What follows belongs to an exercise in optimizing a design on an open flow for small area; a production flow would make more cautious choices. The RTL was checked by simulation tests, not by an equivalence proof against the original design. No driver is modelled on the clock port, so clocking that relies on it looks cheaper here than on a real chip. No activity file was given, so power comes from the tool's default toggle rates.

== v6 ==
==> flow/design.v (excerpt) <==
module blackjack(
	input reset,
	input clk,
	input hit,
	input stay,
	input double_down,
	input split,
	output win,
	output tie,
	output lose,
	output sf_e, e, rs, rw, d, c, b, a
    );
==> flow/config.mk <==
export PLATFORM = sky130hd
export DESIGN_NAME = blackjack
export DESIGN_NICKNAME = blackjack
export VERILOG_FILES = /design/flow/design.v
export SDC_FILE = /design/flow/constraint.sdc
export NUM_CORES = 4
export LEC_CHECK = 0
export ABC_AREA = 1
export CAP_MARGIN = 20
export CORE_MARGIN = 2
export CORE_UTILIZATION = 40
export CTS_BUF_LIST = sky130_fd_sc_hd__clkbuf_8
export HOLD_SLACK_MARGIN = 0
export SLEW_MARGIN = 20
==> flow/constraint.sdc <==
create_clock -name core_clock -period 10.0 [get_ports {clk}]
set_input_delay 2.0000 -clock core_clock [delete_from_list [all_inputs] [get_ports {clk}]]
set_output_delay 2.0000 -clock core_clock [all_outputs]
set_load 0.01 [all_outputs]
standard.sh (not shown) runs the stock make flow with config.mk's settings and CLKGATE_MAP_FILE= SYNTH_SCRIPT=/design/flow/synth_recipe.tcl, a recipe that flattens the netlist after the stock synthesis.
==> flow/flow/run.sh <==
#!/bin/bash
# Layout flow: the standard synthesis, then the combinational logic between
# the (unchanged) registers is re-optimised for area with ABC, then the standard flow's
# standard layout from floorplan to finish. Each tool writes its own log here.
set -uo pipefail
W=$(pwd)
R=$W/orfs/results/${FLOW_PLATFORM}/blackjack/base
LIB=$FLOW_HOME/platforms/${FLOW_PLATFORM}/lib/sky130_fd_sc_hd__tt_025C_1v80.lib

bash standard.sh synth > $W/log_1_std_synth.txt 2>&1 || exit 1
cp $R/1_2_yosys.v $W/std_netlist.v

# don't-use cells of the platform
python3 - "$FLOW_HOME/platforms/${FLOW_PLATFORM}/config.mk" > $W/dont_use.txt <<'PY'
import re, sys
txt = open(sys.argv[1]).read().replace("\\\n", " ")
cells = set()
for m in re.finditer(r"DONT_USE_CELLS\s*\+?=([^\n]*)", txt):
    cells.update(re.findall(r"sky130_fd_sc_hd__\w+", m.group(1)))
print(" ".join(f"-dont_use {c}" for c in sorted(cells)))
PY
DU=$(cat $W/dont_use.txt)

best=""
bestarea=""
for s in $W/flow/abc_*.script; do
  n=$(basename $s .script)
  cat > $W/resynth_$n.ys <<EOS
read_liberty -ignore_miss_func $LIB
blackbox sky130_fd_sc_hd__*df* sky130_fd_sc_hd__dl*
read_verilog $W/std_netlist.v
hierarchy -top $FLOW_TOP
flatten
opt_clean -purge
abc -script $s -liberty $LIB $DU
opt_clean -purge
hilomap -singleton -hicell sky130_fd_sc_hd__conb_1 HI -locell sky130_fd_sc_hd__conb_1 LO
opt_clean -purge
tee -o $W/stat_$n.txt stat -liberty $LIB
write_verilog -noattr -nohex -nodec $W/netlist_$n.v
EOS
  ( timeout 1200 yosys -s $W/resynth_$n.ys > $W/log_2_resynth_$n.txt 2>&1 ) &
  # at most NUM_CORES at once
  while (( $(jobs -rp | wc -l) >= ${NUM_CORES:-4} )); do sleep 1; done
done
wait
for s in $W/flow/abc_*.script; do
  n=$(basename $s .script)
  a=$(grep -o "Chip area for module.*: [0-9.]*" $W/stat_$n.txt 2>/dev/null | awk '{print $NF}')
  [[ -z "$a" || ! -s $W/netlist_$n.v ]] && continue
  # only cell instances (no behavioural registers) may come out
  grep -qE "^\s*(reg|always)\b" $W/netlist_$n.v && continue
  # the registers must be the standard synthesis's, by name and cell type
  grep -oE "sky130_fd_sc_hd__[a-z]*(df|dl)[a-z0-9_]* [^ ]*" $W/std_netlist.v | sort > $W/regs_std.txt
  grep -oE "sky130_fd_sc_hd__[a-z]*(df|dl)[a-z0-9_]* [^ ]*" $W/netlist_$n.v | sort > $W/regs_$n.txt
  cmp -s $W/regs_std.txt $W/regs_$n.txt || continue
  if [[ -z "$best" ]] || python3 -c "import sys; sys.exit(0 if $a < $bestarea else 1)"; then
    best=$n; bestarea=$a
  fi
done
echo "chosen: ${best:-standard} ${bestarea}" > $W/log_2_resynth_choice.txt
if [[ -n "$best" ]]; then
  cp $W/netlist_$best.v $R/1_2_yosys.v
  touch $R/1_2_yosys.v
fi

# extra make settings for the layout, one per line
ARGS=()
if [[ -f $W/flow/layout_args.txt ]]; then
  while IFS= read -r line; do [[ -n "$line" ]] && ARGS+=("$line"); done < $W/flow/layout_args.txt
fi
# upsize slow clock buffers after CTS
ARGS+=("POST_CTS_TCL=$W/flow/post_cts.tcl")
bash standard.sh "${ARGS[@]}" finish > $W/log_3_std_layout.txt 2>&1 || exit 1
Other scripts of this flow, unchanged in this note and not shown: flow/flow/abc_s1.script, flow/flow/abc_s2.script, flow/flow/abc_s3.script, flow/flow/abc_s4.script, flow/flow/abc_s5.script, flow/flow/abc_s6.script, flow/flow/abc_s7.script, flow/flow/abc_s8.script, flow/flow/layout_args.txt, flow/flow/post_cts.tcl
v6 | status: complete | timing, DRC, antenna: pass
Input-level comparison between v7 and v6:
--- a/flow/design.v
+++ b/flow/design.v
@@ -410,18 +410,17 @@
         S_SSHA, S_SSHB: begin
                 if (hit_sp) nstate = S_SSHB;
                 if ((stay_sp && (hit_sp || state == S_SSHB)) || ge21)
                     nstate = S_DSH;
             end
         S_DSH: if (d17) nstate = S_DSHS;
         S_DSHS: nstate = S_RES;
         S_RES, S_RESD: nstate = S_DONE;
-        S_DONE: ;
-        default: nstate = 5'bx;    
+        default: ;
     endcase
     if (clr) nstate = S_INIT;
 end
 always @(posedge clk or posedge reset) begin
     if (reset) begin
         ps <= 0; X <= 0; fhp <= 0; shp <= 0; shd <= 0;
         bet <= 8'd100;
         state <= S_INIT;
==> run notes <==
Of the two values seen for master of the slowest instance on the critical path, sky130_fd_sc_hd__a21oi_1 was produced by v6 and sky130_fd_sc_hd__o21ai_0 by v7. Per the comparison of v7 with v6, clock latency on the worst-skew pair shows no meaningful change; hold slack rose 0.018 ns; switching power went down; total wire length went down. Relative area change from synthesis to final layout for v7: 0.30 points down relative to v6.

* * *

blackjack, a different RTL version from the one above (not shown whole).
Size: about 790 cells after synthesis, ~17 I/O pins.
Design blackjack, start of the top module:
module blackjack(
	input reset,
	input clk,
	input hit,
	input stay,
	input double_down,
	input split,
	output win,
	output tie,
	output lose,
	output sf_e, e, rs, rw, d, c, b, a
    );
wire hit_out, stay_out, dd_out, split_out;
wire hit_rise, hit_sp, stay_sp, double_down_sp, split_sp;
wire started;
dbc hit_debounce(.clk(clk), .rst(reset), .signal_i(hit), .signal_o(hit_out), .rise(hit_rise), .pulse(hit_sp), .started(started));
dbc stay_debounce(.clk(clk), .rst(reset), .signal_i(stay), .signal_o(stay_out), .rise(), .pulse(stay_sp), .started());
dbc dd_debounce(.clk(clk), .rst(reset), .signal_i(double_down), .signal_o(dd_out), .rise(), .pulse(double_down_sp), .started());
dbc split_debounce(.clk(clk), .rst(reset), .signal_i(split), .signal_o(split_out), .rise(), .pulse(split_sp), .started());
wire [3:0] d_card, lstate;
lfsr d_new_card(.clk(clk), .rst(reset), .out(d_card), .state(lstate));
wire [3:0] card;
wire same;
  ...
Settings: LEC_CHECK=0, ABC_AREA=1, CAP_MARGIN=20, CORE_MARGIN=2, CORE_UTILIZATION=40, CTS_BUF_LIST=sky130_fd_sc_hd__clkbuf_8, HOLD_SLACK_MARGIN=0, SLEW_MARGIN=20; clock period 10.0 ns.
==> flow/flow/run.sh <==
#!/bin/bash
# Layout flow: the standard synthesis, then the combinational logic between
# the (unchanged) registers is re-optimised for area with ABC, then the standard flow's
# standard layout from floorplan to finish. Each tool writes its own log here.
set -uo pipefail
W=$(pwd)
R=$W/orfs/results/${FLOW_PLATFORM}/blackjack/base
LIB=$FLOW_HOME/platforms/${FLOW_PLATFORM}/lib/sky130_fd_sc_hd__tt_025C_1v80.lib

bash standard.sh synth > $W/log_1_std_synth.txt 2>&1 || exit 1
cp $R/1_2_yosys.v $W/std_netlist.v

# don't-use cells of the platform
python3 - "$FLOW_HOME/platforms/${FLOW_PLATFORM}/config.mk" > $W/dont_use.txt <<'PY'
import re, sys
txt = open(sys.argv[1]).read().replace("\\\n", " ")
cells = set()
for m in re.finditer(r"DONT_USE_CELLS\s*\+?=([^\n]*)", txt):
    cells.update(re.findall(r"sky130_fd_sc_hd__\w+", m.group(1)))
print(" ".join(f"-dont_use {c}" for c in sorted(cells)))
PY
DU=$(cat $W/dont_use.txt)

best=""
bestarea=""
for s in $W/flow/abc_*.script; do
  n=$(basename $s .script)
  cat > $W/resynth_$n.ys <<EOS
read_liberty -ignore_miss_func $LIB
blackbox sky130_fd_sc_hd__*df* sky130_fd_sc_hd__dl*
read_verilog $W/std_netlist.v
hierarchy -top $FLOW_TOP
flatten
opt_clean -purge
abc -script $s -liberty $LIB $DU
opt_clean -purge
hilomap -singleton -hicell sky130_fd_sc_hd__conb_1 HI -locell sky130_fd_sc_hd__conb_1 LO
opt_clean -purge
tee -o $W/stat_$n.txt stat -liberty $LIB
write_verilog -noattr -nohex -nodec $W/netlist_$n.v
EOS
  ( timeout 1200 yosys -s $W/resynth_$n.ys > $W/log_2_resynth_$n.txt 2>&1 ) &
  # at most NUM_CORES at once
  while (( $(jobs -rp | wc -l) >= ${NUM_CORES:-4} )); do sleep 1; done
done
wait
for s in $W/flow/abc_*.script; do
  n=$(basename $s .script)
  a=$(grep -o "Chip area for module.*: [0-9.]*" $W/stat_$n.txt 2>/dev/null | awk '{print $NF}')
  [[ -z "$a" || ! -s $W/netlist_$n.v ]] && continue
  # only cell instances (no behavioural registers) may come out
  grep -qE "^\s*(reg|always)\b" $W/netlist_$n.v && continue
  # the registers must be the standard synthesis's, by name and cell type
  grep -oE "sky130_fd_sc_hd__[a-z]*(df|dl)[a-z0-9_]* [^ ]*" $W/std_netlist.v | sort > $W/regs_std.txt
  grep -oE "sky130_fd_sc_hd__[a-z]*(df|dl)[a-z0-9_]* [^ ]*" $W/netlist_$n.v | sort > $W/regs_$n.txt
  cmp -s $W/regs_std.txt $W/regs_$n.txt || continue
  if [[ -z "$best" ]] || python3 -c "import sys; sys.exit(0 if $a < $bestarea else 1)"; then
    best=$n; bestarea=$a
  fi
done
echo "chosen: ${best:-standard} ${bestarea}" > $W/log_2_resynth_choice.txt
if [[ -n "$best" ]]; then
  cp $W/netlist_$best.v $R/1_2_yosys.v
  touch $R/1_2_yosys.v
fi

# extra make settings for the layout, one per line
ARGS=()
if [[ -f $W/flow/layout_args.txt ]]; then
  while IFS= read -r line; do [[ -n "$line" ]] && ARGS+=("$line"); done < $W/flow/layout_args.txt
fi
# upsize slow clock buffers after CTS
ARGS+=("POST_CTS_TCL=$W/flow/post_cts.tcl")
# build a two-level clock tree of our own before CTS (CTS_ARGS then leaves it alone)
[[ -f $W/flow/pre_cts.tcl ]] && ARGS+=("PRE_CTS_TCL=$W/flow/pre_cts.tcl")
bash standard.sh "${ARGS[@]}" finish > $W/log_3_std_layout.txt 2>&1 || exit 1
Other scripts of this flow, unchanged in this note and not shown: flow/flow/abc_s1.script, flow/flow/abc_s10.script, flow/flow/abc_s11.script, flow/flow/abc_s12.script, flow/flow/abc_s13.script, flow/flow/abc_s14.script, flow/flow/abc_s15.script, flow/flow/abc_s16.script, flow/flow/abc_s2.script, flow/flow/abc_s3.script, flow/flow/abc_s4.script, flow/flow/abc_s5.script, flow/flow/abc_s6.script, flow/flow/abc_s7.script, flow/flow/abc_s8.script, flow/flow/abc_s9.script, flow/flow/layout_args.txt, flow/flow/post_cts.tcl
Then changed:
--- a/flow/design.v
+++ b/flow/design.v
@@ -335,19 +335,19 @@
 wire split_ev = pl && split_sp && ncp1 == 2'd2 && same;
 wire dealer_turn = dl_add || in_dsh;
 wire [4:0] A = clr ? 5'd0 : in_sfh ? fhp : in_ssh ? shp : dl_add ? X : in_dsh ? shd : ps;
 wire [4:0] padd = (card == 4'd11 && A > 5'd10) ? 5'd1 : {1'b0, card};
 wire [4:0] B = clr ? 5'd0 : dealer_turn ? {1'b0, d_card} : padd;
 wire [4:0] sum = A + B;
 wire [4:0] psum = sum;
 wire [4:0] dsum = sum;
 wire [4:0] np = hit_sp ? sum : A;
-wire ge21 = np >= 5'd21;
+wire ge21 = hit_sp && (sum >= 5'd21);
 wire d17 = sum >= 5'd17;
 wire we_ps = clr || (hit_sp && (pl || isDDA));
 wire we_fh = clr || (hit_sp && in_sfh);
 wire we_sh = clr || (hit_sp && in_ssh);
 wire we_x  = clr || dl_add;
 wire we_sd = clr || in_dsh;
 function [2:0] hand;
     input [4:0] p, dl;
     input chk0;
@@ -356,20 +356,20 @@
         else if (p > 21) hand = 3'b001;
         else if (dl > 21) hand = 3'b100;
         else if (dl > p) hand = 3'b001;
         else if (dl < p) hand = 3'b100;
         else if (!chk0 || (p != 0 && dl != 0)) hand = 3'b010;
         else hand = 3'b000;
     end
 endfunction
 wire [4:0] p1 = splitted ? fhp : ps;
-wire [2:0] h1 = hand(p1, X, splitted);
-wire [2:0] h2 = hand(shp, shd, 1'b1);
+wire [2:0] h1 = hand(p1, X, 1'b0);
+wire [2:0] h2 = (shp != 5'd0) ? hand(shp, shd, 1'b0) : 3'b000;
 wire ddg = (state == S_RESD);
 reg [7:0] delta;
 always @(*) begin
     if (splitted) begin
         delta = (h1[2] ? 8'd10 : h1[0] ? -8'd10 : 8'd0) + (h2[2] ? 8'd10 : h2[0] ? -8'd10 : 8'd0);
     end else begin
         if (h1[2]) delta = ddg ? 8'd20 : (ps == 5'd21) ? 8'd15 : 8'd10;
         else if (h1[0]) delta = (ddg && !(ps > 21)) ? -8'd20 : -8'd10;
         else delta = 8'd0;
What happened: The new run completed without violations; wire length goes down by a few percent; global-route usage goes down by 0.55 points; via count goes down slightly; total power goes down slightly; final area is about the same; area after synthesis hardly moves.

* * *

rev 12:
Starting RTL as in the previous note.
Settings: LEC_CHECK=0, ABC_AREA=1, CAP_MARGIN=20, CORE_MARGIN=2, CORE_UTILIZATION=40, CTS_BUF_LIST=sky130_fd_sc_hd__clkbuf_8, HOLD_SLACK_MARGIN=0, SLEW_MARGIN=20; clock period 10.0 ns.
Scripts as last shown in full above: flow/flow/run.sh
Other scripts of this flow, unchanged in this note and not shown: flow/flow/abc_s1.script, flow/flow/abc_s10.script, flow/flow/abc_s11.script, flow/flow/abc_s12.script, flow/flow/abc_s13.script, flow/flow/abc_s14.script, flow/flow/abc_s15.script, flow/flow/abc_s16.script, flow/flow/abc_s17.script, flow/flow/abc_s18.script, flow/flow/abc_s19.script, flow/flow/abc_s2.script, flow/flow/abc_s20.script, flow/flow/abc_s21.script, flow/flow/abc_s22.script, flow/flow/abc_s23.script, flow/flow/abc_s24.script, flow/flow/abc_s3.script, flow/flow/abc_s4.script, flow/flow/abc_s5.script, flow/flow/abc_s6.script, flow/flow/abc_s7.script, flow/flow/abc_s8.script, flow/flow/abc_s9.script, flow/flow/layout_args.txt, flow/flow/post_cts.tcl
Rev 12 finished every stage and its layout cleared the timing, design-rule and antenna checks.
### rev 12 -> rev 13
diff --git a/flow/design.v b/flow/design.v
--- a/flow/design.v
+++ b/flow/design.v
@@ -333,45 +333,45 @@
 end
 wire [1:0] ncp1 = hit_sp ? ((ncp == 2'd3) ? 2'd3 : ncp + 2'd1) : ncp;
 wire split_ev = pl && split_sp && ncp1 == 2'd2 && same;
 wire dealer_turn = dl_add || in_dsh;
 wire [4:0] A = clr ? 5'd0 : in_sfh ? fhp : in_ssh ? shp : dl_add ? X : in_dsh ? shd : ps;
 wire [4:0] padd = (card == 4'd11 && A > 5'd10) ? 5'd1 : {1'b0, card};
 wire [4:0] B = clr ? 5'd0 : dealer_turn ? {1'b0, d_card} : padd;
 wire [4:0] sum = A + B;
 wire [4:0] psum = sum;
 wire [4:0] dsum = sum;
 wire [4:0] np = hit_sp ? sum : A;
-wire ge21 = np >= 5'd21;
+wire ge21 = hit_sp && (sum >= 5'd21);
 wire d17 = sum >= 5'd17;
 wire we_ps = clr || (hit_sp && (pl || isDDA));
 wire we_fh = clr || (hit_sp && in_sfh);
 wire we_sh = clr || (hit_sp && in_ssh);
 wire we_x  = clr || dl_add;
 wire we_sd = clr || in_dsh;
 function [2:0] hand;
     input [4:0] p, dl;
     input chk0;
     begin
         if (p > 21 && dl > 21) hand = 3'b010;
         else if (p > 21) hand = 3'b001;
         else if (dl > 21) hand = 3'b100;
         else if (dl > p) hand = 3'b001;
         else if (dl < p) hand = 3'b100;
         else if (!chk0 || (p != 0 && dl != 0)) hand = 3'b010;
         else hand = 3'b000;
     end
 endfunction
 wire [4:0] p1 = splitted ? fhp : ps;
-wire [2:0] h1 = hand(p1, X, splitted);
-wire [2:0] h2 = hand(shp, shd, 1'b1);
+wire [2:0] h1 = hand(p1, X, 1'b0);
+wire [2:0] h2 = (shp != 5'd0) ? hand(shp, shd, 1'b0) : 3'b000;
 wire ddg = (state == S_RESD);
 reg [7:0] delta;
 always @(*) begin
     if (splitted) begin
         delta = (h1[2] ? 8'd10 : h1[0] ? -8'd10 : 8'd0) + (h2[2] ? 8'd10 : h2[0] ? -8'd10 : 8'd0);
     end else begin
         if (h1[2]) delta = ddg ? 8'd20 : (ps == 5'd21) ? 8'd15 : 8'd10;
         else if (h1[0]) delta = (ddg && !(ps > 21)) ? -8'd20 : -8'd10;
         else delta = 8'd0;
     end
 end
## What came out
In rev 13 the synthesized cell count turned out about 1.3% lower than in rev 12.
Die height across rev 13 and rev 12: no real change.
Rev 12 -> rev 13: average wire per cell in the routed design decreased by a few percent
Rev 13 — placed wire-length estimate about 5.4% lower, rev 12 as reference
[compare] base=rev 12 new=rev 13: effective utilization at floorplan shows no meaningful change; cell count along the critical path climbed 4; post-detailed-route via-to-cell ratio about even; routed metal-1 wirelength shows a reduction of 160 um.
Changes observed in rev 13 relative to rev 12: via count saw a decrease, maximum frequency saw a decrease, total wire length after detailed routing saw a decrease.

## port drivers added, routing unchanged
No port has a modelled driver above. Below, the same layouts with a new extraction and two added sets of constraints.
Step 1 sets driving cells, clkbuf_16 on the clock port and buf_2 on the other inputs (assumed; they add their load-dependent delay and slew).
Step 2, shift: input delay + t, output delay - t, t = (earliest + latest rising clock arrival at the registers) / 2. This alone moves slack from input paths to output paths.
Slacks: ideal ports / drivers / drivers and shift; pairs: ideal ports / drivers.
run | shift t [ns] | setup WS [ns] | latest minus earliest clock arrival (ns) | worst register clock-pin slew, ns | cell pins on the clock port's net
v6 | 0.433 | 4.734 / 4.734 / 4.734 | 0.035 / 0.034 | 0.09 / 0.09 | 1
v7 | 0.440 | 3.458 / 3.458 / 3.458 | 0.026 / 0.025 | 0.09 / 0.09 | 1
the first run of note 2 | 0.419 | 4.206 / 4.206 / 4.206 | 0.029 / 0.029 | 0.10 / 0.10 | 1
the second run of note 2 | 0.420 | 3.794 / 3.794 / 3.794 | 0.028 / 0.028 | 0.11 / 0.11 | 1
rev 12 | 0.419 | 4.206 / 4.206 / 4.206 | 0.029 / 0.029 | 0.10 / 0.10 | 1
rev 13 | 0.420 | 3.794 / 3.794 / 3.794 | 0.028 / 0.028 | 0.11 / 0.11 | 1
After both steps setup and hold are still met in every run listed.
